Background: an optimization exercise with open tools, aiming at small area and a short achievable clock period. Do not read the settings as production practice. At most, simulation tests tie the RTL to the original design; equivalence was not proved. Only the layout flow was run in run 1; the RTL was not checked for function there. Power and IR drop assume default switching activity.

### constraint.sdc
create_clock -name core_clock -period 90.0 [get_ports {clk}]
set_input_delay 18.0000 -clock core_clock [delete_from_list [all_inputs] [get_ports {clk}]]
set_output_delay 18.0000 -clock core_clock [all_outputs]
set_load 0.01 [all_outputs]
### design.v
module pg_ctrl(
    input  wire clk,
    input  wire reset,
    input  wire active,
    output wire idle_detect,
    output reg  power_gated,
    output wire clk_en
);
    reg [2:0] idle_counter;
    assign idle_detect = idle_counter[2] & idle_counter[1];
    assign clk_en      = ~power_gated;
    wire [2:0] count_next = (idle_counter == 3'd7) ? 3'd7 : idle_counter + 3'd1;
    always @(posedge clk or posedge reset) begin
        if (reset) begin
            idle_counter <= 3'd0;
            power_gated  <= 1'b0;
        end else begin
            idle_counter <= active ? 3'd0 : count_next;
            power_gated  <= ~active & (idle_counter == 3'd7);
        end
    end
endmodule
module ALU_with_power_gating(
    input  wire clk,
    input  wire reset,
    input  wire [3:0] A,
    input  wire [3:0] B,
    input  wire [2:0] opcode,
    output reg  [3:0] result,
    output wire idle_detect,
    output wire power_gated,
    output wire clk_en
);
    reg [3:0] prev_A, prev_B;
    reg [2:0] prev_opcode;
    reg [3:0] alu_out;
    wire activity_detected = (A != prev_A) || (B != prev_B) || (opcode != prev_opcode);
    wire [3:0] g  = A & B;           
    wire [3:0] t  = A | B;           
    wire [3:0] gb = ~A & B;          
    wire [3:0] tb = ~A | B;          
    wire [3:0] x  = A ^ B;
    wire [3:0] c, bw;
    assign c[0]  = 1'b0;
    assign c[1]  = g[0];
    assign c[2]  = g[1] | (t[1] & g[0]);
    assign c[3]  = g[2] | (t[2] & g[1]) | (t[2] & t[1] & g[0]);
    assign bw[0] = 1'b0;
    assign bw[1] = gb[0];
    assign bw[2] = gb[1] | (tb[1] & gb[0]);
    assign bw[3] = gb[2] | (tb[2] & gb[1]) | (tb[2] & tb[1] & gb[0]);
    wire [3:0] arith = x ^ (opcode[0] ? bw : c);
    wire [3:0] logic_r = opcode[0] ? t : g;
    wire [3:0] shift = opcode[0] ? {1'b0, A[3:1]} : {A[2:0], 1'b0};
    wire [3:0] unary = opcode[0] ? ~A : x;
    always @(*) begin
        case (opcode[2:1])
            2'b00: alu_out = arith;
            2'b01: alu_out = logic_r;
            2'b10: alu_out = unary;
            default: alu_out = shift;
        endcase
    end
    always @(posedge clk or posedge reset) begin
        if (reset) begin
            prev_A      <= 4'b0000;
            prev_B      <= 4'b0000;
            prev_opcode <= 3'b000;
            result      <= 4'b0000;
        end else begin
            prev_A      <= A;
            prev_B      <= B;
            prev_opcode <= opcode;
            result      <= alu_out;
        end
    end
    pg_ctrl ctrl (
        .clk(clk), .reset(reset), .active(activity_detected),
        .idle_detect(idle_detect), .power_gated(power_gated), .clk_en(clk_en)
    );
endmodule
module Memory_with_power_gating(
    input  wire clk,
    input  wire reset,
    input  wire [3:0] addr,
    input  wire [7:0] data_in,
    input  wire write_en,
    input  wire req_valid,
    output reg  [7:0] data_out,
    output wire idle_detect,
    output wire power_gated,
    output wire clk_en
);
    reg [7:0]  mem [0:15];
    reg [15:0] valid;
    reg [3:0] prev_addr;
    reg [7:0] prev_data_in;
    reg       prev_write_en;
    wire activity_detected = req_valid || (addr != prev_addr) ||
                             (data_in != prev_data_in) || (write_en != prev_write_en);
    wire [3:0] lo   = 4'd1 << addr[1:0];
    wire [3:0] hi   = 4'd1 << addr[3:2];
    wire       wr   = req_valid & write_en;
    wire       rd   = req_valid & ~write_en;
    wire [3:0] lo_w = lo & {4{wr}};
    wire [3:0] hi_r = hi & {4{rd}};
    wire [15:0] we_w, rd_sel;
    genvar w;
    generate
        for (w = 0; w < 16; w = w + 1) begin : word
            assign we_w[w]   = lo_w[w % 4] & hi[w / 4];
            assign rd_sel[w] = lo[w % 4] & hi_r[w / 4] & valid[w];
        end
    endgenerate
    reg  [7:0]  data_out_next;
    integer j;
    always @(*) begin
        data_out_next = ({8{wr}} & data_in) | ({8{~req_valid}} & data_out);
        for (j = 0; j < 16; j = j + 1)
            data_out_next = data_out_next | (mem[j] & {8{rd_sel[j]}});
    end
    integer m;
    always @(posedge clk) begin
        for (m = 0; m < 16; m = m + 1)
            if (we_w[m])
                mem[m] <= data_in;
    end
    always @(posedge clk or posedge reset) begin
        if (reset) begin
            data_out      <= 8'd0;
            valid         <= 16'd0;
            prev_addr     <= 4'd0;
            prev_data_in  <= 8'd0;
            prev_write_en <= 1'b0;
        end else begin
            data_out <= data_out_next;
            valid <= valid | we_w;
            prev_addr     <= addr;
            prev_data_in  <= data_in;
            prev_write_en <= write_en;
        end
    end
    pg_ctrl ctrl (
        .clk(clk), .reset(reset), .active(activity_detected),
        .idle_detect(idle_detect), .power_gated(power_gated), .clk_en(clk_en)
    );
endmodule
module IO_with_power_gating(
    input  wire clk,
    input  wire reset,
    input  wire [7:0] io_in,
    input  wire write_en,
    input  wire read_request,
    output reg  [7:0] io_out,
    output wire idle_detect,
    output wire power_gated,
    output wire clk_en
);
    reg [7:0] prev_io_in;
    wire activity_detected = write_en || read_request || (io_in != prev_io_in);
    always @(posedge clk or posedge reset) begin
        if (reset) begin
            io_out     <= 8'b00000000;
            prev_io_in <= 8'b00000000;
        end else begin
            if (write_en)
                io_out <= io_in;
            prev_io_in <= io_in;
        end
    end
    pg_ctrl ctrl (
        .clk(clk), .reset(reset), .active(activity_detected),
        .idle_detect(idle_detect), .power_gated(power_gated), .clk_en(clk_en)
    );
endmodule
module pmc_rca #(parameter W = 8) (
    input  wire [W-1:0] a,
    input  wire [W-1:0] b,
    input  wire         ci,
    output wire [W-1:0] s,
    output wire         co
);
    wire [W:0] c;
    assign c[0] = ci;
    genvar i;
    generate
        for (i = 0; i < W; i = i + 1) begin : bit_
            assign s[i]   = a[i] ^ b[i] ^ c[i];
            assign c[i+1] = (a[i] & b[i]) | (a[i] & c[i]) | (b[i] & c[i]);
        end
    endgenerate
    assign co = c[W];
endmodule
module pmc_div_step(
    input  wire [8:0] p,
    input  wire [7:0] tneg,
    output wire       q,
    output wire [7:0] r
);
    wire [7:0] s;
    wire       co;
    pmc_rca #(8) sub (.a(p[7:0]), .b(tneg), .ci(1'b0), .s(s), .co(co));
    assign q = p[8] | co;
    assign r = q ? s : p[7:0];
endmodule
module Power_Management_Controller(
    input  wire clk,
    input  wire reset,
    input  wire alu_idle,
    input  wire mem_idle,
    input  wire io_idle,
    input  wire alu_power_gated,
    input  wire mem_power_gated,
    input  wire io_power_gated,
    output wire system_power_save_mode,
    output wire [1:0] active_modules_count,
    output wire [7:0] power_efficiency_metric
);
    reg  [7:0]  total_neg;
    reg  [12:0] gated25;
    reg  [6:0]  metric;
    reg  [1:0]  gated_units;
    assign active_modules_count = ~gated_units;
    assign system_power_save_mode = gated_units[1] & gated_units[0];
    assign power_efficiency_metric = {1'b0, metric};
    wire        t_step = (total_neg != 8'd1);
    wire [7:0]  total_neg_dec;
    wire        total_neg_co;
    pmc_rca #(8) dec_t (.a(total_neg), .b({8{t_step}}), .ci(1'b0),
                        .s(total_neg_dec), .co(total_neg_co));
    wire [7:0]  total_neg_next = total_neg_dec;
    wire        g_step = system_power_save_mode & (gated25 != 13'd6375);
    wire [12:0] gated25_add;
    wire        gated25_co;
    pmc_rca #(13) add_g (.a(gated25), .b({8'd0, g_step, g_step, 2'b00, g_step}), .ci(1'b0),
                         .s(gated25_add), .co(gated25_co));
    wire [12:0] gated25_next = gated25_add;
    reg  [7:0]  div_r;
    reg  [2:0]  div_q;
    wire [14:0] num_next = {gated25_next, 2'b00};
    wire [8:0]  p6 = num_next[14:6];
    wire        q6, q5, q4;
    wire [7:0]  r6, r5, r4;
    pmc_div_step st6 (.p(p6),                 .tneg(total_neg_next), .q(q6), .r(r6));
    pmc_div_step st5 (.p({r6, num_next[5]}),  .tneg(total_neg_next), .q(q5), .r(r5));
    pmc_div_step st4 (.p({r5, num_next[4]}),  .tneg(total_neg_next), .q(q4), .r(r4));
    wire [14:0] num = {gated25, 2'b00};
    wire        q3, q2, q1, q0;
    wire [7:0]  r3, r2, r1, r0;
    pmc_div_step st3 (.p({div_r, num[3]}), .tneg(total_neg), .q(q3), .r(r3));
    pmc_div_step st2 (.p({r3, num[2]}),    .tneg(total_neg), .q(q2), .r(r2));
    pmc_div_step st1 (.p({r2, num[1]}),    .tneg(total_neg), .q(q1), .r(r1));
    pmc_div_step st0 (.p({r1, num[0]}),    .tneg(total_neg), .q(q0), .r(r0));
    always @(posedge clk or posedge reset) begin
        if (reset) begin
            gated_units            <= 2'b00;
            metric                 <= 7'd0;
            total_neg              <= 8'h00;
            gated25                <= 13'd0;
            div_r                  <= 8'd0;
            div_q                  <= 3'd0;
        end else begin
            total_neg <= total_neg_next;
            gated25   <= gated25_next;
            gated_units <= {1'b0, alu_power_gated} + {1'b0, mem_power_gated} + {1'b0, io_power_gated};
            div_r  <= r4;
            div_q  <= {q6, q5, q4};
            metric <= {div_q, q3, q2, q1, q0};
        end
    end
endmodule
module Processor_with_Power_Gating(
    input  wire clk,
    input  wire reset,
    input  wire [3:0] alu_a,
    input  wire [3:0] alu_b,
    input  wire [2:0] alu_opcode,
    output wire [3:0] alu_result,
    input  wire [3:0] mem_addr,
    input  wire [7:0] mem_data_in,
    input  wire mem_write_en,
    input  wire mem_req_valid,
    output wire [7:0] mem_data_out,
    input  wire [7:0] io_in,
    input  wire io_write_en,
    input  wire io_read_request,
    output wire [7:0] io_out,
    output wire alu_idle,
    output wire mem_idle,
    output wire io_idle,
    output wire alu_power_gated,
    output wire mem_power_gated,
    output wire io_power_gated,
    output wire system_power_save_mode,
    output wire [1:0] active_modules_count,
    output wire [7:0] power_efficiency_metric,
    output wire alu_clk_en,
    output wire mem_clk_en,
    output wire io_clk_en
);
    ALU_with_power_gating alu_inst (
        .clk(clk),
        .reset(reset),
        .A(alu_a),
        .B(alu_b),
        .opcode(alu_opcode),
        .result(alu_result),
        .idle_detect(alu_idle),
        .power_gated(alu_power_gated),
        .clk_en(alu_clk_en)
    );
    Memory_with_power_gating mem_inst (
        .clk(clk),
        .reset(reset),
        .addr(mem_addr),
        .data_in(mem_data_in),
        .write_en(mem_write_en),
        .req_valid(mem_req_valid),
        .data_out(mem_data_out),
        .idle_detect(mem_idle),
        .power_gated(mem_power_gated),
        .clk_en(mem_clk_en)
    );
    IO_with_power_gating io_inst (
        .clk(clk),
        .reset(reset),
        .io_in(io_in),
        .write_en(io_write_en),
        .read_request(io_read_request),
        .io_out(io_out),
        .idle_detect(io_idle),
        .power_gated(io_power_gated),
        .clk_en(io_clk_en)
    );
    Power_Management_Controller pmc_inst (
        .clk(clk),
        .reset(reset),
        .alu_idle(alu_idle),
        .mem_idle(mem_idle),
        .io_idle(io_idle),
        .alu_power_gated(alu_power_gated),
        .mem_power_gated(mem_power_gated),
        .io_power_gated(io_power_gated),
        .system_power_save_mode(system_power_save_mode),
        .active_modules_count(active_modules_count),
        .power_efficiency_metric(power_efficiency_metric)
    );
endmodule
### config.mk
export PLATFORM = sky130hd
export DESIGN_NAME = Processor_with_Power_Gating
export DESIGN_NICKNAME = Processor_with_Power_Gating
export VERILOG_FILES = /design/flow/design.v
export SDC_FILE = /design/flow/constraint.sdc
export NUM_CORES = 4
export LEC_CHECK = 0
export CAP_MARGIN = 20
export CORE_MARGIN = 2
export CORE_UTILIZATION = 65
export SLEW_MARGIN = 20
### standard.sh
#!/bin/bash
# synth_recipe.tcl (not shown) runs the flow's synth.tcl, then flattens the netlist and writes it again
# the make line also repeats each setting of config.mk as NAME=value (left out here)
make -C /OpenROAD-flow-scripts/flow DESIGN_CONFIG=/design/flow/config.mk WORK_HOME=/design/flow/orfs CLKGATE_MAP_FILE= SYNTH_SCRIPT=/design/flow/synth_recipe.tcl "${@:-finish}"
### flow/run.sh
#!/bin/bash
# The standard layout (the standard.sh, unchanged synthesis and steps),
# with two changes:
#  - the port buffers that global placement inserts on every input and output
#    are sky130_fd_sc_hd__buf_2 instead of the default clkdlybuf4s50_1 delay
#    cell;
#  - clock tree synthesis inserts no dummy load cells, and builds the tree
#    from small clock buffers.
set -euo pipefail
export BUFFER_PORTS_ARGS="-buffer_cell sky130_fd_sc_hd__buf_2"
export CTS_ARGS="-sink_clustering_enable -repair_clock_nets -dont_use_dummy_load -root_buf sky130_fd_sc_hd__clkbuf_8 -buf_list {sky130_fd_sc_hd__clkbuf_2}"
bash standard.sh > standard.log 2>&1
==> summary.txt, run 1 <==
# TYPE chip_impl_metric gauge
chip_impl_info{name="status",value="no timing/DRC/antenna violations"} 1
chip_impl_metric{name="synth_area_in_xor_xnor",unit=""} 0.02939
chip_impl_metric{name="cap_viol_max_count",unit=""} 0
chip_impl_metric{name="critPathMaxStageDelay",unit="ps"} 370
chip_impl_info{name="combinational_family_with_the_most_area_after_synthesis",value="adder cells"} 1
chip_impl_metric{name="multi_input_area",unit="um2"} 4093
chip_impl_metric{name="power_per_cell_area",unit="nW/um2"} 16.19
chip_impl_metric{name="cts_buffer_count",unit=""} 61
chip_impl_info{name="timing.hold.worst.class",value="flop to flop"} 1
chip_impl_metric{name="post-route-util",unit=""} 0.7122
chip_impl_metric{name="drtIter0Drc",unit=""} 691
chip_impl_metric{name="regToRegSetupSlack",unit="ps"} 77210
chip_impl_metric{name="filler_cell_count",unit=""} 1197
chip_impl_metric{name="peak_ir_drop_on_the_vdd_network",unit="uV"} 11.75
chip_impl_metric{name="synth.cell_area",unit="um2"} 11330
chip_impl_metric{name="drtAntennaViolNets",unit=""} 0
chip_impl_metric{name="drt-pass1-iter-count",unit=""} 5
chip_impl_metric{name="fmax",unit="MHz"} 51.07
chip_impl_metric{name="worstPathRequired",unit="ps"} 90350
chip_impl_metric{name="synth.distinct_cells",unit=""} 62
chip_impl_metric{name="floorplan.die_area",unit="um2"} 18500
chip_impl_metric{name="num-nets-final",unit=""} 1040
chip_impl_metric{name="share_of_the_synthesized_area_in_compound_gates_ao_oa_aoi_oai",unit=""} 0.08374
chip_impl_metric{name="chipHeight",unit="um"} 136
chip_impl_info{name="critical_path.most_common_cell",value="sky130_fd_sc_hd__and3_1"} 1
chip_impl_metric{name="cts.htree.levels",unit=""} 2
chip_impl_info{name="setup.worst_path.class",value="input pin to flop"} 1
chip_impl_metric{name="finalClockSkew",unit="ps"} 60.38
chip_impl_metric{name="muxShareOfSynthArea",unit=""} 0.04065
chip_impl_metric{name="grt_first_pass_wirelength",unit="mm"} 39.63
chip_impl_metric{name="timing.final.ws_setup",unit="ps"} 70420
chip_impl_metric{name="met2WireLength",unit="mm"} 11.47
chip_impl_info{name="path_cells",value="buf_2 > nand2b_1 > nor2_1 > and3_1 > a22o_1 > a221oi_1 > and3_1 > nand3_1"} 1
chip_impl_metric{name="vias_in_the_first_global_route",unit=""} 7473
chip_impl_info{name="highest_layer",value="met5"} 1
chip_impl_metric{name="number_of_antenna_violations_at_the_first_check_in_global_routing",unit=""} 0
chip_impl_info{name="most_common_cell_after_layout_fill_and_taps_aside",value="sky130_fd_sc_hd__edfxtp_1"} 1
chip_impl_metric{name="critical_path.max_fanout",unit=""} 10
chip_impl_metric{name="placementRows",unit=""} 48
chip_impl_metric{name="synth-seq-area-share",unit=""} 0.6067
chip_impl_metric{name="setup_tns",unit="ps"} 0
chip_impl_metric{name="routabilityCongestion",unit=""} 0.9049
chip_impl_metric{name="min_period_over_period",unit=""} 0.2176
chip_impl_metric{name="postSynthCellCount",unit=""} 810
chip_impl_metric{name="grt.total_usage",unit=""} 0.2859
chip_impl_metric{name="cts.sinks",unit=""} 249
chip_impl_metric{name="post-route-min-period",unit="ps"} 19580
chip_impl_metric{name="critical_path.n_buffers_inverters",unit=""} 1
chip_impl_metric{name="synth.avg_cell_area",unit="um2"} 13.98
chip_impl_metric{name="grt_max_degree",unit=""} 64
chip_impl_metric{name="io-pin-count",unit=""} 77
chip_impl_info{name="timing.critical_path.max_delay_family",value="simple AND/OR/NAND/NOR gates"} 1
chip_impl_info{name="ys.flop_type",value="sky130_fd_sc_hd__edfxtp_1"} 1
chip_impl_metric{name="die_width",unit="um"} 136
chip_impl_metric{name="clkSlewWorstSetupHoldPaths",unit="ps"} 90
chip_impl_metric{name="synth_adder_area_share",unit=""} 0.1264
chip_impl_metric{name="synth_simple_gate_area_frac",unit=""} 0.07910
chip_impl_metric{name="syn_warnings",unit=""} 6
chip_impl_info{name="critical_path.slowest_cell",value="sky130_fd_sc_hd__a221oi_1"} 1
chip_impl_info{name="grt_setup_unrepaired",value="false"} 1
chip_impl_metric{name="vias_per_cell",unit=""} 6.178
chip_impl_info{name="cts-root-buf",value="sky130_fd_sc_hd__clkbuf_8"} 1
chip_impl_metric{name="seq_area",unit="um2"} 6872
chip_impl_metric{name="cts_resized",unit=""} 0
chip_impl_metric{name="arrival",unit="ps"} 19930
chip_impl_metric{name="route.met3.wl",unit="mm"} 2.332
chip_impl_metric{name="ys_async_sr_fraction",unit=""} 0.4859
chip_impl_info{name="crit_path_start_kind",value="input pin"} 1
chip_impl_metric{name="slew_headroom",unit=""} 0.2783
chip_impl_metric{name="power.total",unit="uW"} 198.1
chip_impl_metric{name="syn2layout_area_growth",unit="%"} 8.009
chip_impl_metric{name="clock_insertion_delay_worst_skew",unit="ps"} 530
chip_impl_metric{name="final_hold_viol_count",unit=""} 0
chip_impl_metric{name="initial_core_util",unit=""} 0.6594
chip_impl_metric{name="wirelength",unit="mm"} 24.99
chip_impl_metric{name="placeableCoreArea",unit="um2"} 17180
chip_impl_metric{name="preCtsSetupSlack",unit="ps"} 69800
chip_impl_info{name="timing.critical_path.to_type",value="flop"} 1
chip_impl_metric{name="drc",unit=""} 0
chip_impl_metric{name="static-leakage-power",unit="nW"} 5.183
chip_impl_metric{name="cts-hold-fix-buffers",unit=""} 0
chip_impl_metric{name="dpl.hpwl",unit="mm"} 17.61
chip_impl_info{name="layout.cells.most_common_list",value="sky130_fd_sc_hd__edfxtp_1 (128), sky130_fd_sc_hd__dfrtp_1 (121), sky130_fd_sc_hd__buf_2 (75)"} 1
chip_impl_metric{name="routed_vias",unit=""} 7055
chip_impl_metric{name="count_of_final_max_slew_check_failures",unit=""} 0
chip_impl_metric{name="io_buffer_count",unit=""} 75
chip_impl_metric{name="clockBufferDepth",unit=""} 3
chip_impl_metric{name="count_of_inserted_antenna_diode_cells",unit=""} 0
chip_impl_metric{name="routedLengthMet1",unit="mm"} 10.39
chip_impl_info{name="cts_tree",value="yes"} 1
chip_impl_metric{name="synth_enable_flop_cells",unit=""} 128
chip_impl_metric{name="post_cts_buffers",unit=""} 0
chip_impl_metric{name="synthesis.nets",unit=""} 931
chip_impl_metric{name="tightest_slew",unit="ps"} 1079
chip_impl_metric{name="setup_violations",unit=""} 0
chip_impl_metric{name="final_layout_size_suffix_gt1_frac",unit=""} 0.2094
chip_impl_metric{name="ys_ff_latch",unit=""} 249
chip_impl_metric{name="gr-total-overflow",unit=""} 0
chip_impl_metric{name="routed_wire_length_per_instance",unit="um"} 21.88
## cell families after synthesis
kind of cell | after synthesis
mux | 40
fa+ha+maj | 86
xor+xnor | 38
other cells | 1
buf+inv | 94
flops | 249
simple gates | 178
compound gates | 124
## synthesized netlist by cell type (all sizes together) (3+ instances only)
cell type | number | share of area
a21oi | 22 | 0.010
a221oi | 15 | 0.013
a222oi | 16 | 0.014
a22o | 11 | 0.0086
a22oi | 25 | 0.017
and2 | 5 | 0.0028
and3 | 25 | 0.014
buf | 6 | 0.0032
clkbuf | 24 | 0.0082
dfrtp | 121 | 0.27
edfxtp | 128 | 0.34
fa | 48 | 0.085
ha | 36 | 0.040
inv | 63 | 0.021
mux2 | 26 | 0.027
mux2i | 13 | 0.011
nand2 | 40 | 0.013
nand2b | 4 | 0.0022
nand3 | 9 | 0.0040
nand4 | 7 | 0.0039
nor2 | 45 | 0.015
nor3 | 11 | 0.0049
nor4 | 6 | 0.0033
o21ai | 18 | 0.0080
o31ai | 3 | 0.0020
or2 | 16 | 0.0088
xnor2 | 12 | 0.0093
xor2 | 26 | 0.020
## flip-flops by register name (all words and copies together), names as in the netlist, 7 cells and up
signal                 cells
mem_inst.data_out          8
pmc_inst.total_neg         8
pmc_inst.gated25          13
io_inst.prev_io_in         8
pmc_inst.div_r             8
pmc_inst.metric            7
mem_inst.mem             128
mem_inst.prev_data_in      8
io_inst.io_out             8
mem_inst.valid            16
## layer usage
| metal | vias up | global-route usage |
|---|---|---|
| li1 | 3128 | - |
| met1 | 3490 | 0.4055 |
| met2 | 375 | 0.4252 |
| met3 | 60 | 0.07942 |
| met4 | 2 | 0.1117 |
| met5 | - | 0.01389 |
## where the power goes
part | switching, mW | internal (mW)
clock network | 0.0373 | 0.0215
registers | 0.00203 | 0.124
logic | 0.00809 | 0.00523
## path summary, 6_finish.rpt
check / from / to / cells after the start
worst min-delay path: pmc_inst.div_q[2] / pmc_inst.metric[6] / 0
min in group asynchronous: reset / alu_inst.ctrl.power_gated / 2
worst max-delay path: mem_addr[2] / mem_inst.data_out[1] / 8
max in group asynchronous: reset / pmc_inst.div_r[6] / 3
worst max register to register: pmc_inst.gated25[9] / pmc_inst.div_r[4] / 43
worst min register to register: pmc_inst.div_q[2] / pmc_inst.metric[6] / 0
## per-stage QoR
step                hold WS (ps)  cell area [um2]  instances
finish                     349.1            12230       1142
global route               365.8            12230       1142
CTS                        345.9            12230       1142
detailed placement         334.7            11880       1081
global placement           335.6            11860       1081
floorplan                  331.2            11330        810
## area by class of cell
class	count	share of cell area
Multi-Input combinational cell	467	0.3346
Sequential cell	249	0.5617
Inverter	64	0.02087
Timing Repair Buffer	76	0.03130
Clock buffer	61	0.02854
Tap cell	225	0.02301
==> run 2, diff against run 1 <==
--- a/design.v
+++ b/design.v
@@ -11,3 +11,6 @@
     assign clk_en      = ~power_gated;
-    wire [2:0] count_next = (idle_counter == 3'd7) ? 3'd7 : idle_counter + 3'd1;
+    wire       count_inc  = ~(idle_counter[2] & idle_counter[1] & idle_counter[0]);
+    wire [2:0] count_next = {idle_counter[2] ^ (idle_counter[1] & idle_counter[0] & count_inc),
+                             idle_counter[1] ^ (idle_counter[0] & count_inc),
+                             idle_counter[0] ^ count_inc};
     always @(posedge clk or posedge reset) begin
==> summary.txt, run 2 <==
# TYPE chip_impl_metric gauge
chip_impl_info{name="status",value="no timing/DRC/antenna violations"} 1
chip_impl_metric{name="count_of_inserted_antenna_diode_cells",unit=""} 0
chip_impl_metric{name="routed_wire_length_per_instance",unit="um"} 21.98
chip_impl_metric{name="ys_ff_latch",unit=""} 249
chip_impl_metric{name="placementRows",unit=""} 48
chip_impl_metric{name="syn_warnings",unit=""} 6
chip_impl_metric{name="clock_insertion_delay_worst_skew",unit="ps"} 550
chip_impl_info{name="ys.flop_type",value="sky130_fd_sc_hd__edfxtp_1"} 1
chip_impl_metric{name="synth.distinct_cells",unit=""} 58
chip_impl_metric{name="cts_buffer_count",unit=""} 61
chip_impl_metric{name="synth_area_in_xor_xnor",unit=""} 0.02807
chip_impl_metric{name="filler_cell_count",unit=""} 1229
chip_impl_info{name="cts_tree",value="yes"} 1
chip_impl_metric{name="slew_headroom",unit=""} 0.2157
chip_impl_metric{name="initial_core_util",unit=""} 0.6564
chip_impl_metric{name="chipHeight",unit="um"} 135.5
chip_impl_metric{name="wirelength",unit="mm"} 25.10
chip_impl_metric{name="syn2layout_area_growth",unit="%"} 8.142
chip_impl_metric{name="die_width",unit="um"} 135.5
chip_impl_info{name="path_cells",value="buf_2 > and2_1 > nand2_1 > nor2_1"} 1
chip_impl_metric{name="synth_enable_flop_cells",unit=""} 128
chip_impl_metric{name="post_cts_buffers",unit=""} 0
chip_impl_info{name="timing.critical_path.max_delay_family",value="simple AND/OR/NAND/NOR gates"} 1
chip_impl_info{name="largest_registers",value="mem_inst.mem: 128 flops, mem_inst.valid: 16 flops, pmc_inst.gated25: 13 flops"} 1
chip_impl_metric{name="synth_simple_gate_area_frac",unit=""} 0.08074
chip_impl_metric{name="dpl.hpwl",unit="mm"} 17.24
chip_impl_metric{name="io-pin-count",unit=""} 77
chip_impl_metric{name="min_period_over_period",unit=""} 0.2186
chip_impl_metric{name="ys_async_sr_fraction",unit=""} 0.4859
chip_impl_metric{name="worstPathRequired",unit="ps"} 90160
chip_impl_info{name="library_cell_with_the_highest_instance_count_after_synthesis",value="sky130_fd_sc_hd__edfxtp_1"} 1
chip_impl_metric{name="postSynthCellCount",unit=""} 808
chip_impl_metric{name="placeableCoreArea",unit="um2"} 17120
chip_impl_metric{name="clkSlewWorstSetupHoldPaths",unit="ps"} 70
chip_impl_info{name="combinational_family_with_the_most_area_after_synthesis",value="adder cells"} 1
chip_impl_metric{name="number_of_antenna_violations_at_the_first_check_in_global_routing",unit=""} 0
chip_impl_info{name="crit_path_start_kind",value="input pin"} 1
chip_impl_metric{name="grt.total_usage",unit=""} 0.2922
chip_impl_metric{name="seq_area",unit="um2"} 6872
chip_impl_metric{name="post-route-min-period",unit="ps"} 19680
chip_impl_metric{name="grt_first_pass_wirelength",unit="mm"} 39.84
chip_impl_metric{name="setup_tns",unit="ps"} 0
chip_impl_metric{name="synthesis.nets",unit=""} 926
chip_impl_metric{name="share_of_the_synthesized_area_in_compound_gates_ao_oa_aoi_oai",unit=""} 0.08097
chip_impl_metric{name="gr-total-overflow",unit=""} 0
chip_impl_metric{name="critical_path.n_buffers_inverters",unit=""} 1
chip_impl_metric{name="critPathMaxStageDelay",unit="ps"} 930
chip_impl_metric{name="static-leakage-power",unit="nW"} 5.137
chip_impl_info{name="netlist_top_cells_area",value="sky130_fd_sc_hd__edfxtp_1 (34%), sky130_fd_sc_hd__dfrtp_1 (27%), sky130_fd_sc_hd__fa_1 (8.6%)"} 1
chip_impl_metric{name="tightest_slew",unit="ps"} 1172
chip_impl_metric{name="synth.cell_area",unit="um2"} 11230
chip_impl_metric{name="floorplan.die_area",unit="um2"} 18350
chip_impl_metric{name="postLayoutCellArea",unit="um2"} 12150
chip_impl_metric{name="num-nets-final",unit=""} 1037
chip_impl_metric{name="final_layout_size_suffix_gt1_frac",unit=""} 0.2072
chip_impl_info{name="setup.worst_path.class",value="input pin to flop"} 1
chip_impl_metric{name="vias_in_the_first_global_route",unit=""} 7328
chip_impl_metric{name="routed_vias",unit=""} 7003
chip_impl_info{name="critical_path.slowest_cell",value="sky130_fd_sc_hd__nor2_1"} 1
chip_impl_info{name="most_common_cell_after_layout_fill_and_taps_aside",value="sky130_fd_sc_hd__edfxtp_1"} 1
chip_impl_metric{name="multi_input_area",unit="um2"} 4006
chip_impl_info{name="timing.hold.worst.class",value="flop to flop"} 1
chip_impl_metric{name="drt-pass1-iter-count",unit=""} 6
chip_impl_metric{name="clockBufferDepth",unit=""} 3
chip_impl_metric{name="largest_reg_flops",unit=""} 128
chip_impl_metric{name="synth.avg_cell_area",unit="um2"} 13.90
chip_impl_metric{name="setup_violations",unit=""} 0
chip_impl_metric{name="grt_max_degree",unit=""} 72
chip_impl_metric{name="cts_resized",unit=""} 0
chip_impl_metric{name="final_hold_viol_count",unit=""} 0
chip_impl_metric{name="synth-seq-area-share",unit=""} 0.6116
chip_impl_metric{name="placedInstanceArea",unit="um2"} 11790
chip_impl_metric{name="drtAntennaViolNets",unit=""} 0
chip_impl_metric{name="power_per_cell_area",unit="nW/um2"} 16.40
chip_impl_info{name="layout.cells.most_common_list",value="sky130_fd_sc_hd__edfxtp_1 (128), sky130_fd_sc_hd__dfrtp_1 (121), sky130_fd_sc_hd__buf_2 (75)"} 1
chip_impl_metric{name="finalClockSkew",unit="ps"} 64.39
chip_impl_metric{name="synth_adder_area_share",unit=""} 0.1242
chip_impl_metric{name="arrival",unit="ps"} 19840
chip_impl_metric{name="drtIter0Drc",unit=""} 713
chip_impl_info{name="cts-root-buf",value="sky130_fd_sc_hd__clkbuf_8"} 1
chip_impl_metric{name="io_buffer_count",unit=""} 75
chip_impl_metric{name="muxShareOfSynthArea",unit=""} 0.04098
chip_impl_metric{name="cts.sinks",unit=""} 249
chip_impl_metric{name="count_of_final_max_slew_check_failures",unit=""} 0
chip_impl_info{name="yosys-top-cells-count",value="sky130_fd_sc_hd__edfxtp_1 (128), sky130_fd_sc_hd__dfrtp_1 (121), sky130_fd_sc_hd__inv_1 (65)"} 1
chip_impl_metric{name="routabilityCongestion",unit=""} 0.9077
chip_impl_metric{name="cts-hold-fix-buffers",unit=""} 0
chip_impl_metric{name="critical_path.max_fanout",unit=""} 12
chip_impl_metric{name="peak_ir_drop_on_the_vdd_network",unit="uV"} 10.89
chip_impl_info{name="yosysTopAreaCell",value="sky130_fd_sc_hd__edfxtp_1"} 1
chip_impl_metric{name="fmax",unit="MHz"} 50.82
chip_impl_info{name="regMostFlops",value="mem_inst.mem"} 1
chip_impl_info{name="timing.critical_path.to_type",value="flop"} 1
chip_impl_metric{name="cts.htree.levels",unit=""} 2
chip_impl_metric{name="vias_per_cell",unit=""} 6.132
chip_impl_metric{name="post-synth-top-area-fraction",unit=""} 0.3421
chip_impl_metric{name="cap_viol_max_count",unit=""} 0
chip_impl_metric{name="drc",unit=""} 0
chip_impl_info{name="grt_setup_unrepaired",value="false"} 1
==> run 2: final cells by class <==
| cell class | count | share of cell area |
|---|---|---|
| well taps | 225 | 0.02317 |
| inverters | 66 | 0.02060 |
| multi-input cells | 464 | 0.3298 |
| flip-flops and latches | 249 | 0.5656 |
| clock buffers | 61 | 0.02873 |
| repair buffers | 77 | 0.03213 |
==> run 2: worst paths after layout <==
kind                       slack, ps              endpoint                start  cells past startpoint
hold / removal                   360    pmc_inst.metric[6]    pmc_inst.div_q[2]                      0
setup reg to reg               77280     pmc_inst.div_r[6]  pmc_inst.gated25[8]                     44
min in group asynchronous      17570  mem_inst.data_out[0]                reset                      2
hold reg to reg                  360    pmc_inst.metric[6]    pmc_inst.div_q[2]                      0
setup / recovery               70320   mem_inst.mem[13][4]        mem_req_valid                      4
max in group asynchronous      71020    pmc_inst.metric[4]                reset                      3
==> run 2: where the power goes <==
part / internal (mW) / switching, mW / leakage, nW
registers: 0.124 / 0.00195 / 2.66
clock network: 0.0215 / 0.0385 / 0.269
logic: 0.00523 / 0.00817 / 2.21
total: 0.151 / 0.0486 / 5.14
==> run 2: stage by stage <==
step	hold slack, ps	util	power (mW)	worst slack, ps	std cells
finish	356.1	0.7098	0.1993	70320	1142
global route	367.0	0.7098	0.2076	70330	1142
CTS	361.3	0.7092	0.2010	70270	1142
detailed placement	341.7	0.6888	0.1416	69690	1081
global placement	336.0	0.6881	0.1410	69710	1080
floorplan	331.2	-	0.1354	68790	808
==> run 2: routing by layer <==
metal,share of wire,GRT usage
met5,0,0
met3,0.11,0.08156
met1,0.41,0.4208
met4,0.025,0.09664
met2,0.46,0.4399
==> run 2: cell families after synthesis <==
group | Yosys count
adders and majority gates | 83
and+or+nand+nor | 181
buffers and inverters | 95
DFF | 249
other | 1
xor gates and xnor gates | 36
AOI/OAI and AO/OA | 124
muxes | 39
==> run 3, diff against run 2 <==
--- a/config.mk
+++ b/config.mk
@@ -10,2 +10,2 @@
 export CORE_UTILIZATION = 65
-export SLEW_MARGIN = 20
+export SLEW_MARGIN = 45
==> summary.txt, run 3 <==
# TYPE chip_impl_metric gauge
chip_impl_info{name="status",value="no timing/DRC/antenna violations"} 1
chip_impl_metric{name="postSynthCellCount",unit=""} 808
chip_impl_metric{name="fin_hold_ws",unit="ps"} 347.3
chip_impl_metric{name="synth_enable_flop_cells",unit=""} 128
chip_impl_metric{name="placeableCoreArea",unit="um2"} 17120
chip_impl_metric{name="post_cts_buffers",unit=""} 0
chip_impl_info{name="regMostFlops",value="mem_inst.mem"} 1
chip_impl_metric{name="synth.cell_area",unit="um2"} 11230
chip_impl_info{name="most_common_cell_after_layout_fill_and_taps_aside",value="sky130_fd_sc_hd__edfxtp_1"} 1
chip_impl_metric{name="layoutNonFillerInstCount",unit=""} 1139
chip_impl_metric{name="critical_path_depth",unit=""} 8
chip_impl_metric{name="routed_wire_length_per_instance",unit="um"} 22.18
chip_impl_metric{name="finalClockSkew",unit="ps"} 67.57
chip_impl_info{name="yosys-top-cells-count",value="sky130_fd_sc_hd__edfxtp_1 (128), sky130_fd_sc_hd__dfrtp_1 (121), sky130_fd_sc_hd__inv_1 (65)"} 1
chip_impl_metric{name="postLayoutCellArea",unit="um2"} 12180
chip_impl_info{name="library_cell_with_the_highest_instance_count_after_synthesis",value="sky130_fd_sc_hd__edfxtp_1"} 1
chip_impl_metric{name="power_frac_seq",unit=""} 0.634
chip_impl_metric{name="cts_buffer_count",unit=""} 59
chip_impl_metric{name="post-route-min-period",unit="ps"} 19650
chip_impl_metric{name="largest_reg_flops",unit=""} 128
chip_impl_metric{name="synthesis.nets",unit=""} 926
chip_impl_metric{name="critPathMaxStageDelay",unit="ps"} 410
chip_impl_info{name="timing.critical_path.max_delay_family",value="simple AND/OR/NAND/NOR gates"} 1
chip_impl_metric{name="synth.distinct_cells",unit=""} 58
chip_impl_metric{name="critical_path.n_buffers_inverters",unit=""} 1
chip_impl_metric{name="drt-pass1-iter-count",unit=""} 6
chip_impl_info{name="cts-root-buf",value="sky130_fd_sc_hd__clkbuf_8"} 1
chip_impl_metric{name="place_inst",unit=""} 1080
chip_impl_metric{name="initial_core_util",unit=""} 0.6564
chip_impl_metric{name="die_width",unit="um"} 135.5
chip_impl_metric{name="placementRows",unit=""} 48
chip_impl_metric{name="synth.avg_cell_area",unit="um2"} 13.90
chip_impl_metric{name="power.total",unit="uW"} 198.5
chip_impl_info{name="timing.hold.worst.class",value="flop to flop"} 1
chip_impl_metric{name="syn2layout_area_growth",unit="%"} 8.409
chip_impl_metric{name="tightest_slew",unit="ps"} 737.5
chip_impl_metric{name="timing.final.ws_setup",unit="ps"} 70350
chip_impl_metric{name="worst-r2r-cell-count",unit=""} 44
chip_impl_metric{name="peak_ir_drop_on_the_vdd_network",unit="uV"} 10.90
chip_impl_info{name="critical_path.slowest_cell",value="sky130_fd_sc_hd__a222oi_1"} 1
chip_impl_info{name="grt_setup_unrepaired",value="false"} 1
chip_impl_metric{name="cap_viol_max_count",unit=""} 0
chip_impl_info{name="largest_registers",value="mem_inst.mem: 128 flops, mem_inst.valid: 16 flops, pmc_inst.gated25: 13 flops"} 1
chip_impl_metric{name="post-synth-top-area-fraction",unit=""} 0.3421
chip_impl_metric{name="cts-hold-fix-buffers",unit=""} 0
chip_impl_metric{name="count_of_final_max_slew_check_failures",unit=""} 0
chip_impl_metric{name="cts.sinks",unit=""} 249
chip_impl_metric{name="floorplan.die_area",unit="um2"} 18350
chip_impl_metric{name="final_hold_viol_count",unit=""} 0
chip_impl_metric{name="min_period_over_period",unit=""} 0.2183
chip_impl_metric{name="p_switching",unit="uW"} 48.37
chip_impl_metric{name="grt_max_degree",unit=""} 72
chip_impl_info{name="hold_start",value="pmc_inst.div_q[0]"} 1
chip_impl_metric{name="clock_insertion_delay_worst_skew",unit="ps"} 550
chip_impl_metric{name="setup_tns",unit="ps"} 0
chip_impl_metric{name="post-route-util",unit=""} 0.7116
chip_impl_metric{name="number_of_antenna_violations_at_the_first_check_in_global_routing",unit=""} 0
chip_impl_metric{name="clkSlewWorstSetupHoldPaths",unit="ps"} 90
chip_impl_info{name="setup.worst_path.class",value="input pin to flop"} 1
chip_impl_info{name="worstReg2RegStart",value="pmc_inst.gated25[8]"} 1
chip_impl_metric{name="arrival",unit="ps"} 20050
chip_impl_metric{name="clockPowerShare",unit=""} 0.297
chip_impl_metric{name="num-nets-final",unit=""} 1034
chip_impl_info{name="path_cells",value="buf_2 > nand2b_1 > nor2_1 > and3_1 > a222oi_1 > nand2_1 > a221oi_1 > nand3_1"} 1
chip_impl_info{name="worstSetupStartpoint",value="mem_addr[3]"} 1
chip_impl_metric{name="routabilityCongestion",unit=""} 0.9077
chip_impl_metric{name="critical_path.max_fanout",unit=""} 10
chip_impl_metric{name="vias_per_cell",unit=""} 6.225
chip_impl_metric{name="io_buffer_count",unit=""} 75
chip_impl_metric{name="setup_violations",unit=""} 0
chip_impl_metric{name="ys_async_sr_fraction",unit=""} 0.4859
chip_impl_metric{name="power.share.combinational",unit=""} 0.069
chip_impl_metric{name="ys_ff_latch",unit=""} 249
chip_impl_metric{name="syn_warnings",unit=""} 6
chip_impl_metric{name="hold-path-cell-count",unit=""} 0
chip_impl_metric{name="io-pin-count",unit=""} 77
chip_impl_metric{name="vias_in_the_first_global_route",unit=""} 7346
chip_impl_metric{name="cts_resized",unit=""} 0
chip_impl_metric{name="chipHeight",unit="um"} 135.5
chip_impl_info{name="layout.cells.most_common_list",value="sky130_fd_sc_hd__edfxtp_1 (128), sky130_fd_sc_hd__dfrtp_1 (121), sky130_fd_sc_hd__buf_2 (75)"} 1
chip_impl_info{name="netlist_top_cells_area",value="sky130_fd_sc_hd__edfxtp_1 (34%), sky130_fd_sc_hd__dfrtp_1 (27%), sky130_fd_sc_hd__fa_1 (8.6%)"} 1
chip_impl_metric{name="fmax",unit="MHz"} 50.90
chip_impl_metric{name="grt_first_pass_wirelength",unit="mm"} 40.08
chip_impl_metric{name="cts.htree.levels",unit=""} 2
chip_impl_metric{name="power_per_cell_area",unit="nW/um2"} 16.30
chip_impl_info{name="crit_path_start_kind",value="input pin"} 1
chip_impl_metric{name="gr-total-overflow",unit=""} 0
chip_impl_metric{name="final_layout_size_suffix_gt1_frac",unit=""} 0.2188
chip_impl_info{name="ys.flop_type",value="sky130_fd_sc_hd__edfxtp_1"} 1
chip_impl_metric{name="synth-seq-area-share",unit=""} 0.6116
chip_impl_info{name="cts_tree",value="yes"} 1
chip_impl_info{name="timing.critical_path.to_type",value="flop"} 1
chip_impl_metric{name="worstPathRequired",unit="ps"} 90400
chip_impl_metric{name="grt.total_usage",unit=""} 0.2935
chip_impl_metric{name="routed_vias",unit=""} 7090
chip_impl_metric{name="count_of_inserted_antenna_diode_cells",unit=""} 0
chip_impl_metric{name="drtAntennaViolNets",unit=""} 0
chip_impl_metric{name="clockBufferDepth",unit=""} 3
chip_impl_metric{name="internal_power",unit="uW"} 150.1
chip_impl_metric{name="static-leakage-power",unit="nW"} 5.127
chip_impl_info{name="yosysTopAreaCell",value="sky130_fd_sc_hd__edfxtp_1"} 1
chip_impl_metric{name="slew_headroom",unit=""} 0.5057
chip_impl_metric{name="drtIter0Drc",unit=""} 697
chip_impl_metric{name="drc",unit=""} 0
chip_impl_metric{name="dpl.hpwl",unit="mm"} 17.25
chip_impl_metric{name="wirelength",unit="mm"} 25.27
chip_impl_metric{name="preCtsSetupSlack",unit="ps"} 69940
chip_impl_metric{name="switching_share",unit=""} 0.2437
chip_impl_metric{name="placedInstanceArea",unit="um2"} 11820
## run 3: changes by cell type in the layout (fill, tap and decap cells not counted)
cell / change
sky130_fd_sc_hd__clkbuf_2: -2
sky130_fd_sc_hd__buf_4: -2
sky130_fd_sc_hd__inv_6: +1
sky130_fd_sc_hd__inv_4: -1
sky130_fd_sc_hd__nor2_1: -12
sky130_fd_sc_hd__nor3_1: -1
sky130_fd_sc_hd__nor2_2: +12
sky130_fd_sc_hd__buf_6: +1
sky130_fd_sc_hd__nor3_4: +1
## run 3: cells by family (layout without fill, tap and decap cells)
family,Yosys count,after routing,share of synthesized area
AOI/OAI and AO/OA,124,124,0.08097
xor gates and xnor gates,36,36,0.02807
adders and majority gates,83,83,0.1242
buffers and inverters,95,201,0.03308
DFF,249,249,0.6116
muxes,39,39,0.04098
other,1,1,0.0003338
and+or+nand+nor,181,181,0.08075
## run 3: worst paths after layout
check,to,slack [ps]
worst max-delay path,mem_inst.data_out[2],70350
worst min-delay path,pmc_inst.metric[4],350
worst max register to register,pmc_inst.div_r[0],77270
worst min register to register,pmc_inst.metric[4],350
max in group asynchronous,alu_inst.ctrl.idle_counter[2],71410
min in group asynchronous,mem_inst.data_out[1],17500
## run 3: layout make-up
type / count / area, um2
sequential: 249 / 6872
fill: 1225 / 4937
multi-input combinational: 464 / 4048
timing repair buffer: 76 / 386.6
clock buffer: 59 / 339.1
tap: 225 / 281.5
inverter: 66 / 252.7
## run 3: metal layers
layer  vias up  track usage  share of wire
li1       3117            -              -
met1      3510       0.4219           0.41
met2       410       0.4433           0.46
met3        53      0.07669           0.11
met4         0       0.1036          0.024
met5         -            0              0
## run 3: power groups by stage
| stage | Sequential, mW | Clock, mW | Combinational, mW |
|---|---|---|---|
| after floorplan | 0.128 | 0 | 0.00733 |
| after global routing | 0.126 | 0.0652 | 0.0150 |
| after global placement | 0.128 | 0 | 0.0129 |
| final | 0.126 | 0.0590 | 0.0137 |
| after CTS | 0.126 | 0.0606 | 0.0136 |
| after detailed placement | 0.128 | 0 | 0.0135 |
## run 3: worst register-to-register path: cells and delay by family (launching register included)
| kind | cells | cell delay [ps] |
|---|---|---|
| adders and majority gates | 27 | 8990 |
| and+or+nand+nor | 7 | 1450 |
| muxes | 2 | 770 |
| buffers and inverters | 7 | 680 |
| DFF | 1 | 380 |
| AOI/OAI and AO/OA | 1 | 310 |
==> run 4, diff against run 3 <==
--- a/flow/run.sh
+++ b/flow/run.sh
@@ -10,3 +10,3 @@
 export BUFFER_PORTS_ARGS="-buffer_cell sky130_fd_sc_hd__buf_2"
-export CTS_ARGS="-sink_clustering_enable -repair_clock_nets -dont_use_dummy_load -root_buf sky130_fd_sc_hd__clkbuf_8 -buf_list {sky130_fd_sc_hd__clkbuf_2}"
+export CTS_ARGS="-sink_clustering_enable -repair_clock_nets -dont_use_dummy_load -root_buf sky130_fd_sc_hd__clkbuf_4 -buf_list {sky130_fd_sc_hd__clkbuf_2}"
 bash standard.sh > standard.log 2>&1
--- a/config.mk
+++ b/config.mk
@@ -10,2 +10,2 @@
 export CORE_UTILIZATION = 65
-export SLEW_MARGIN = 45
+export SLEW_MARGIN = 20
==> summary.txt, run 4 <==
# TYPE chip_impl_metric gauge
chip_impl_info{name="ys.flop_type",value="sky130_fd_sc_hd__edfxtp_1"} 1
chip_impl_metric{name="synth_enable_flop_cells",unit=""} 128
chip_impl_metric{name="ys_async_sr_fraction",unit=""} 0.4859
chip_impl_metric{name="floorplan.die_area",unit="um2"} 18350
chip_impl_metric{name="drc",unit=""} 0
chip_impl_metric{name="routed_wire_length_per_instance",unit="um"} 21.97
chip_impl_metric{name="ys_ff_latch",unit=""} 249
chip_impl_info{name="cts_tree",value="yes"} 1
chip_impl_metric{name="setup_tns",unit="ps"} 0
chip_impl_metric{name="tightest_slew",unit="ps"} 1132
chip_impl_metric{name="synth.distinct_cells",unit=""} 58
chip_impl_metric{name="worstPathRequired",unit="ps"} 90290
chip_impl_info{name="most_common_cell_after_layout_fill_and_taps_aside",value="sky130_fd_sc_hd__edfxtp_1"} 1
chip_impl_metric{name="min_period_over_period",unit=""} 0.2167
chip_impl_metric{name="gr-total-overflow",unit=""} 0
chip_impl_metric{name="count_of_inserted_antenna_diode_cells",unit=""} 0
chip_impl_metric{name="grt_first_pass_wirelength",unit="mm"} 39.80
chip_impl_metric{name="critPathMaxStageDelay",unit="ps"} 890
chip_impl_metric{name="synth.avg_cell_area",unit="um2"} 13.90
chip_impl_metric{name="power_per_cell_area",unit="nW/um2"} 16.19
chip_impl_metric{name="static-leakage-power",unit="nW"} 5.124
chip_impl_info{name="crit-reg2reg-capture",value="pmc_inst.div_r[6]"} 1
chip_impl_metric{name="hold-path-cell-count",unit=""} 0
chip_impl_metric{name="peak_ir_drop_on_the_vdd_network",unit="uV"} 10.87
chip_impl_metric{name="clockPowerShare",unit=""} 0.290
chip_impl_info{name="status",value="no timing/DRC/antenna violations"} 1
chip_impl_info{name="grt_setup_unrepaired",value="false"} 1
chip_impl_metric{name="cts.htree.levels",unit=""} 2
chip_impl_metric{name="dpl.hpwl",unit="mm"} 17.24
chip_impl_metric{name="p_switching",unit="uW"} 48.22
chip_impl_metric{name="clock_insertion_delay_worst_skew",unit="ps"} 690
chip_impl_metric{name="post_cts_buffers",unit=""} 0
chip_impl_info{name="worstHoldEndpoint",value="pmc_inst.metric[6]"} 1
chip_impl_metric{name="io-pin-count",unit=""} 77
chip_impl_metric{name="post-route-min-period",unit="ps"} 19500
chip_impl_metric{name="internal_power",unit="uW"} 147.9
chip_impl_metric{name="cts_buffer_count",unit=""} 61
chip_impl_metric{name="synthesis.nets",unit=""} 926
chip_impl_metric{name="wirelength",unit="mm"} 25.09
chip_impl_metric{name="filler_cell_count",unit=""} 1247
chip_impl_metric{name="cts.sinks",unit=""} 249
chip_impl_info{name="path_cells",value="buf_2 > and2_1 > nand2_1 > nor2_1"} 1
chip_impl_metric{name="power.share.combinational",unit=""} 0.068
chip_impl_metric{name="syn_warnings",unit=""} 6
chip_impl_metric{name="routed_vias",unit=""} 7017
chip_impl_metric{name="vias_in_the_first_global_route",unit=""} 7279
chip_impl_metric{name="final_layout_size_suffix_gt1_frac",unit=""} 0.2072
chip_impl_metric{name="drtAntennaViolNets",unit=""} 0
chip_impl_metric{name="fin_hold_ws",unit="ps"} 358.3
chip_impl_metric{name="cap_viol_max_count",unit=""} 0
chip_impl_info{name="hold_start",value="pmc_inst.div_q[2]"} 1
chip_impl_metric{name="chipHeight",unit="um"} 135.5
chip_impl_info{name="cts-root-buf",value="sky130_fd_sc_hd__clkbuf_4"} 1
chip_impl_metric{name="initial_core_util",unit=""} 0.6564
chip_impl_metric{name="finalClockSkew",unit="ps"} 96.26
chip_impl_metric{name="synth-seq-area-share",unit=""} 0.6116
chip_impl_info{name="crit_path_start_kind",value="input pin"} 1
chip_impl_info{name="layout.cells.most_common_list",value="sky130_fd_sc_hd__edfxtp_1 (128), sky130_fd_sc_hd__dfrtp_1 (121), sky130_fd_sc_hd__buf_2 (75)"} 1
chip_impl_info{name="setup.worst_path.class",value="input pin to flop"} 1
chip_impl_metric{name="timing.final.ws_setup",unit="ps"} 70500
chip_impl_metric{name="clockBufferDepth",unit=""} 3
chip_impl_metric{name="cts_resized",unit=""} 0
chip_impl_metric{name="clkSlewWorstSetupHoldPaths",unit="ps"} 80
chip_impl_metric{name="synth.cell_area",unit="um2"} 11230
chip_impl_metric{name="fmax",unit="MHz"} 51.28
chip_impl_metric{name="drtIter0Drc",unit=""} 682
chip_impl_metric{name="regToRegSetupSlack",unit="ps"} 77250
chip_impl_info{name="regMostFlops",value="mem_inst.mem"} 1
chip_impl_info{name="library_cell_with_the_highest_instance_count_after_synthesis",value="sky130_fd_sc_hd__edfxtp_1"} 1
chip_impl_metric{name="arrival",unit="ps"} 19800
chip_impl_metric{name="io_buffer_count",unit=""} 75
chip_impl_metric{name="post-synth-top-area-fraction",unit=""} 0.3421
chip_impl_info{name="critical_path.slowest_cell",value="sky130_fd_sc_hd__nor2_1"} 1
chip_impl_metric{name="drt-pass1-iter-count",unit=""} 7
chip_impl_metric{name="syn2layout_area_growth",unit="%"} 7.863
chip_impl_metric{name="largest_reg_flops",unit=""} 128
chip_impl_metric{name="number_of_antenna_violations_at_the_first_check_in_global_routing",unit=""} 0
chip_impl_metric{name="placementRows",unit=""} 48
chip_impl_metric{name="critical_path.max_fanout",unit=""} 12
chip_impl_metric{name="num-nets-final",unit=""} 1037
chip_impl_metric{name="cts-hold-fix-buffers",unit=""} 0
chip_impl_metric{name="grt.total_usage",unit=""} 0.2920
chip_impl_metric{name="final_hold_viol_count",unit=""} 0
chip_impl_metric{name="routabilityCongestion",unit=""} 0.9077
chip_impl_metric{name="count_of_final_max_slew_check_failures",unit=""} 0
chip_impl_info{name="largest_registers",value="mem_inst.mem: 128 flops, mem_inst.valid: 16 flops, pmc_inst.gated25: 13 flops"} 1
chip_impl_info{name="yosys-top-cells-count",value="sky130_fd_sc_hd__edfxtp_1 (128), sky130_fd_sc_hd__dfrtp_1 (121), sky130_fd_sc_hd__inv_1 (65)"} 1
chip_impl_metric{name="preCtsSetupSlack",unit="ps"} 69690
chip_impl_metric{name="worst-r2r-cell-count",unit=""} 44
chip_impl_info{name="netlist_top_cells_area",value="sky130_fd_sc_hd__edfxtp_1 (34%), sky130_fd_sc_hd__dfrtp_1 (27%), sky130_fd_sc_hd__fa_1 (8.6%)"} 1
chip_impl_info{name="timing.critical_path.to_type",value="flop"} 1
chip_impl_metric{name="setup_violations",unit=""} 0
chip_impl_info{name="timing.hold.worst.class",value="flop to flop"} 1
chip_impl_metric{name="die_width",unit="um"} 135.5
chip_impl_metric{name="power_frac_seq",unit=""} 0.642
chip_impl_metric{name="grt_max_degree",unit=""} 72
chip_impl_metric{name="placeableCoreArea",unit="um2"} 17120
chip_impl_info{name="worstReg2RegStart",value="pmc_inst.gated25[8]"} 1
chip_impl_metric{name="postSynthCellCount",unit=""} 808
chip_impl_metric{name="switching_share",unit=""} 0.2459
chip_impl_metric{name="vias_per_cell",unit=""} 6.144
chip_impl_info{name="yosysTopAreaCell",value="sky130_fd_sc_hd__edfxtp_1"} 1
chip_impl_metric{name="slew_headroom",unit=""} 0.2424
## run 4: cell counts after synthesis
Identical to the previous run, type by type.
## run 4: power groups by stage
| stage | Combinational, mW | Sequential, mW | Clock [mW] |
|---|---|---|---|
| after CTS | 0.0134 | 0.126 | 0.0590 |
| after detailed placement | 0.0134 | 0.128 | 0 |
| after global placement | 0.0129 | 0.128 | 0 |
| after floorplan | 0.00733 | 0.128 | 0 |
| after global routing | 0.0148 | 0.126 | 0.0637 |
| final | 0.0134 | 0.126 | 0.0569 |
## run 4: logic make-up (layout without fill, tap and decap cells)
kind of cell               count (synthesis)  count (layout)  share of synthesized area
muxes                                     39              39                    0.04098
DFF                                      249             249                     0.6116
AOI/OAI and AO/OA                        124             124                    0.08097
other                                      1               1                  0.0003338
adders and majority gates                 83              83                     0.1242
buffers and inverters                     95             204                    0.03308
and+or+nand+nor                          181             181                    0.08075
xor gates and xnor gates                  36              36                    0.02807
## run 4: through the flow
step	total power, mW	util	instance area [um2]	cells
floorplan	0.1354	-	11230	808
global placement	0.1410	0.6881	11780	1080
detailed placement	0.1416	0.6888	11790	1081
CTS	0.1982	0.7074	12110	1142
global route	0.2047	0.7080	12120	1142
finish	0.1962	0.7080	12120	1142
## run 4: area by class of cell
class | instances | area (um2) | area share
sequential | 249 | 6872 | 0.5671
clock buffer | 61 | 317.8 | 0.02623
timing repair buffer | 77 | 390.4 | 0.03221
multi-input combinational | 464 | 4006 | 0.3306
tap | 225 | 281.5 | 0.02323
inverter | 66 | 250.2 | 0.02065
## run 4: layer usage
layer | part of all wire | GRT usage | vias to the layer above | wire length [um]
met4 | 0.023 | 0.08623 | 0 | 568
met1 | 0.41 | 0.4278 | 3460 | 10330
li1 | - | - | 3117 | -
met2 | 0.45 | 0.4419 | 399 | 11410
met5 | 0 | 0 | - | 0
met3 | 0.11 | 0.07482 | 41 | 2785
## run 4: critical path, delay by kind of cell
| kind | cells | cell delay, ps |
|---|---|---|
| simple gates | 3 | 1670 |
| buf+inv | 1 | 120 |
## run 4: how the worst max path moves through the flow
stage                                  startpoint                       endpoint  slack, ps  depth (start not counted)
finish                              mem_req_valid            mem_inst.mem[13][4]      70500                          4
detailed placement                  mem_req_valid             mem_inst.mem[3][0]      69690                          4
global placement                     mem_write_en             mem_inst.mem[1][0]      69710                          4
global route        mem_inst.ctrl.idle_counter[1]                       mem_idle      70470                          3
floorplan                                   reset  alu_inst.ctrl.idle_counter[0]      68790                          1
CTS                                 mem_req_valid             mem_inst.mem[3][4]      70410                          4
==> run 5, diff against run 4 <==
--- a/flow/run.sh
+++ b/flow/run.sh
@@ -10,3 +10,3 @@
 export BUFFER_PORTS_ARGS="-buffer_cell sky130_fd_sc_hd__buf_2"
-export CTS_ARGS="-sink_clustering_enable -repair_clock_nets -dont_use_dummy_load -root_buf sky130_fd_sc_hd__clkbuf_4 -buf_list {sky130_fd_sc_hd__clkbuf_2}"
+export CTS_ARGS="-sink_clustering_enable -repair_clock_nets -dont_use_dummy_load -root_buf sky130_fd_sc_hd__clkbuf_8 -buf_list {sky130_fd_sc_hd__clkbuf_4} -sink_clustering_size 10 -sink_clustering_max_diameter 100"
 bash standard.sh > standard.log 2>&1
==> summary.txt, run 5 <==
# TYPE chip_impl_metric gauge
chip_impl_metric{name="switching_share",unit=""} 0.2295
chip_impl_metric{name="multi_input_area",unit="um2"} 4006
chip_impl_metric{name="cap_viol_max_count",unit=""} 0
chip_impl_metric{name="largest_reg_flops",unit=""} 128
chip_impl_metric{name="power_per_cell_area",unit="nW/um2"} 15.65
chip_impl_metric{name="cts_buffer_count",unit=""} 28
chip_impl_metric{name="routed_vias",unit=""} 6852
chip_impl_metric{name="p_switching",unit="uW"} 43.19
chip_impl_metric{name="drtIter0Drc",unit=""} 763
chip_impl_info{name="grt_setup_unrepaired",value="false"} 1
chip_impl_metric{name="routabilityCongestion",unit=""} 0.9077
chip_impl_metric{name="post_cts_buffers",unit=""} 0
chip_impl_metric{name="ys_ff_latch",unit=""} 249
chip_impl_metric{name="power.share.combinational",unit=""} 0.071
chip_impl_metric{name="vias_per_cell",unit=""} 6.179
chip_impl_metric{name="syn2layout_area_growth",unit="%"} 7.072
chip_impl_info{name="layout.cells.most_common_list",value="sky130_fd_sc_hd__edfxtp_1 (128), sky130_fd_sc_hd__dfrtp_1 (121), sky130_fd_sc_hd__buf_2 (75)"} 1
chip_impl_info{name="ys.flop_type",value="sky130_fd_sc_hd__edfxtp_1"} 1
chip_impl_metric{name="clockPowerShare",unit=""} 0.260
chip_impl_info{name="status",value="no timing/DRC/antenna violations"} 1
chip_impl_metric{name="num-nets-final",unit=""} 1004
chip_impl_metric{name="floorplan.die_area",unit="um2"} 18350
chip_impl_info{name="timing.hold.worst.class",value="flop to flop"} 1
chip_impl_metric{name="dpl.hpwl",unit="mm"} 17.24
chip_impl_metric{name="drc",unit=""} 0
chip_impl_metric{name="synth_enable_flop_cells",unit=""} 128
chip_impl_metric{name="ys_async_sr_fraction",unit=""} 0.4859
chip_impl_metric{name="clock_insertion_delay_worst_skew",unit="ps"} 560
chip_impl_metric{name="slew_headroom",unit=""} 0.2302
chip_impl_metric{name="static-leakage-power",unit="nW"} 5.005
chip_impl_metric{name="count_of_inserted_antenna_diode_cells",unit=""} 0
chip_impl_metric{name="vias_in_the_first_global_route",unit=""} 7011
chip_impl_metric{name="cts_resized",unit=""} 0
chip_impl_info{name="timing.critical_path.to_type",value="flop"} 1
chip_impl_metric{name="peak_ir_drop_on_the_vdd_network",unit="uV"} 13.06
chip_impl_metric{name="clockBufferDepth",unit=""} 3
chip_impl_metric{name="syn_warnings",unit=""} 6
chip_impl_metric{name="grt_first_pass_wirelength",unit="mm"} 39.02
chip_impl_metric{name="drt-pass1-iter-count",unit=""} 5
chip_impl_info{name="most_common_cell_after_layout_fill_and_taps_aside",value="sky130_fd_sc_hd__edfxtp_1"} 1
chip_impl_metric{name="initial_core_util",unit=""} 0.6564
chip_impl_metric{name="io_buffer_count",unit=""} 75
chip_impl_metric{name="cts.sinks",unit=""} 249
chip_impl_metric{name="drtAntennaViolNets",unit=""} 0
chip_impl_metric{name="placeableCoreArea",unit="um2"} 17120
chip_impl_metric{name="synthesis.nets",unit=""} 926
chip_impl_metric{name="synth.avg_cell_area",unit="um2"} 13.90
chip_impl_metric{name="postSynthCellCount",unit=""} 808
chip_impl_info{name="yosys-top-cells-count",value="sky130_fd_sc_hd__edfxtp_1 (128), sky130_fd_sc_hd__dfrtp_1 (121), sky130_fd_sc_hd__inv_1 (65)"} 1
chip_impl_info{name="worstSetupStartpoint",value="mem_req_valid"} 1
chip_impl_info{name="crit_path_start_kind",value="input pin"} 1
chip_impl_metric{name="chipHeight",unit="um"} 135.5
chip_impl_metric{name="synth-seq-area-share",unit=""} 0.6116
chip_impl_metric{name="grt.total_usage",unit=""} 0.2844
chip_impl_metric{name="gr-total-overflow",unit=""} 0
chip_impl_info{name="cts-root-buf",value="sky130_fd_sc_hd__clkbuf_8"} 1
chip_impl_metric{name="wirelength",unit="mm"} 24.67
chip_impl_metric{name="placementRows",unit=""} 48
chip_impl_info{name="yosysTopAreaCell",value="sky130_fd_sc_hd__edfxtp_1"} 1
chip_impl_metric{name="preCtsSetupSlack",unit="ps"} 69690
chip_impl_metric{name="clkSlewWorstSetupHoldPaths",unit="ps"} 100
chip_impl_metric{name="timing.final.ws_setup",unit="ps"} 70390
chip_impl_metric{name="grt_max_degree",unit=""} 72
chip_impl_info{name="worstReg2RegStart",value="pmc_inst.gated25[8]"} 1
chip_impl_metric{name="number_of_antenna_violations_at_the_first_check_in_global_routing",unit=""} 0
chip_impl_metric{name="routed_wire_length_per_instance",unit="um"} 22.24
chip_impl_metric{name="min_period_over_period",unit=""} 0.2179
chip_impl_metric{name="setup_tns",unit="ps"} 0
chip_impl_metric{name="post-synth-top-area-fraction",unit=""} 0.3421
chip_impl_metric{name="cts-hold-fix-buffers",unit=""} 0
chip_impl_info{name="regMostFlops",value="mem_inst.mem"} 1
-- run 5: cell counts after synthesis --
Identical to the previous run, type by type.
-- run 5: metrics by stage --
| stage | cells | area (um2) | total power, mW | util | hold slack, ps |
|---|---|---|---|---|---|
| after global placement | 1080 | 11780 | 0.1410 | 0.6881 | 336.0 |
| after global routing | 1109 | 12030 | 0.1953 | 0.7028 | 373.1 |
| after floorplan | 808 | 11230 | 0.1354 | - | 331.2 |
| final | 1109 | 12030 | 0.1882 | 0.7028 | 364.6 |
| after CTS | 1109 | 12020 | 0.1898 | 0.7022 | 361.0 |
| after detailed placement | 1081 | 11790 | 0.1416 | 0.6888 | 341.7 |
-- run 5: kinds of logic after synthesis --
group,count (synthesis),synth area share
AO/OA/AOI/OAI,124,0.08097
XOR/XNOR,36,0.02807
AND/OR/NAND/NOR,181,0.08075
adder cells (fa/ha/maj),83,0.1242
other,1,0.0003338
flip-flops,249,0.6116
buffers and inverters,95,0.03308
multiplexers,39,0.04098
-- run 5: worst paths after layout --
kind / to / slack [ps] / depth (start not counted)
min: pmc_inst.metric[5] / 360 / 0
max: mem_inst.mem[13][6] / 70390 / 4
min in group asynchronous: io_inst.ctrl.idle_counter[1] / 17560 / 2
max reg2reg: pmc_inst.div_r[6] / 77260 / 44
min reg2reg: pmc_inst.metric[5] / 360 / 0
max in group asynchronous: pmc_inst.gated25[6] / 71050 / 3
-- run 5: final cells by class --
| class | instances | area share |
|---|---|---|
| flip-flops and latches | 249 | 0.5713 |
| multi-input cells | 464 | 0.3331 |
| repair buffers | 77 | 0.03245 |
| well taps | 225 | 0.02340 |
| inverters | 66 | 0.02080 |
| clock buffers | 28 | 0.01903 |
-- run 5: metal layers --
metal	routed length, um	GRT usage
met5	0	0
met4	711	0.08160
met3	2395	0.05350
met2	11090	0.4346
met1	10470	0.4278
-- run 5: critical path, stage by stage --
cell,delay [ps]
sky130_fd_sc_hd__buf_2,110
sky130_fd_sc_hd__and2_1,520
sky130_fd_sc_hd__nand2_1,230
sky130_fd_sc_hd__nor2_1,910
-- run 5: power groups by stage --
stage	registers [mW]	clock network, mW	logic, mW
floorplan	0.128	0	0.00733
global placement	0.128	0	0.0129
detailed placement	0.128	0	0.0134
CTS	0.126	0.0506	0.0134
global route	0.126	0.0543	0.0148
finish	0.126	0.0490	0.0134

afterwards: timing with drivers on the ports:
In the flow no input, the clock included, has a driving cell. The finished layouts below were timed again as built, in two steps.
Step 1 (the two cells are an assumption about what drives the block):
set clk [get_ports {clk}]
set_driving_cell -lib_cell sky130_fd_sc_hd__clkbuf_16 $clk
set_driving_cell -lib_cell sky130_fd_sc_hd__buf_2 [delete_from_list [all_inputs] $clk]
Step 2 moves the port delays by t, midway between the first and last clock arrival at a register: inputs arrive t later, outputs are due t later. That takes back most of the time a late clock gives input paths.
Three values: ideal, step 1, step 2; two values: the first two.
| run | shift t [ns] | slack for setup (ns) | latest minus earliest clock arrival (ns) | worst data-port slew with drivers (ns) |
|---|---|---|---|---|
| run 1 | 0.534 | 70.418 / 70.428 / 69.894 | 0.080 / 0.079 | 0.04 |
| run 2 | 0.558 | 70.322 / 70.335 / 69.777 | 0.088 / 0.088 | 0.07 |
| run 3 | 0.558 | 70.353 / 70.367 / 69.808 | 0.081 / 0.081 | 0.05 |
| run 4 | 0.669 | 70.498 / 70.506 / 69.837 | 0.119 / 0.120 | 0.07 |
| run 5 | 0.570 | 70.389 / 70.398 / 69.829 | 0.051 / 0.051 | 0.06 |
After both steps every run listed still meets setup and hold. The setup slack of run 4, which loses most, moves by +0.008 ns with the drivers and by -0.661 ns with both steps.
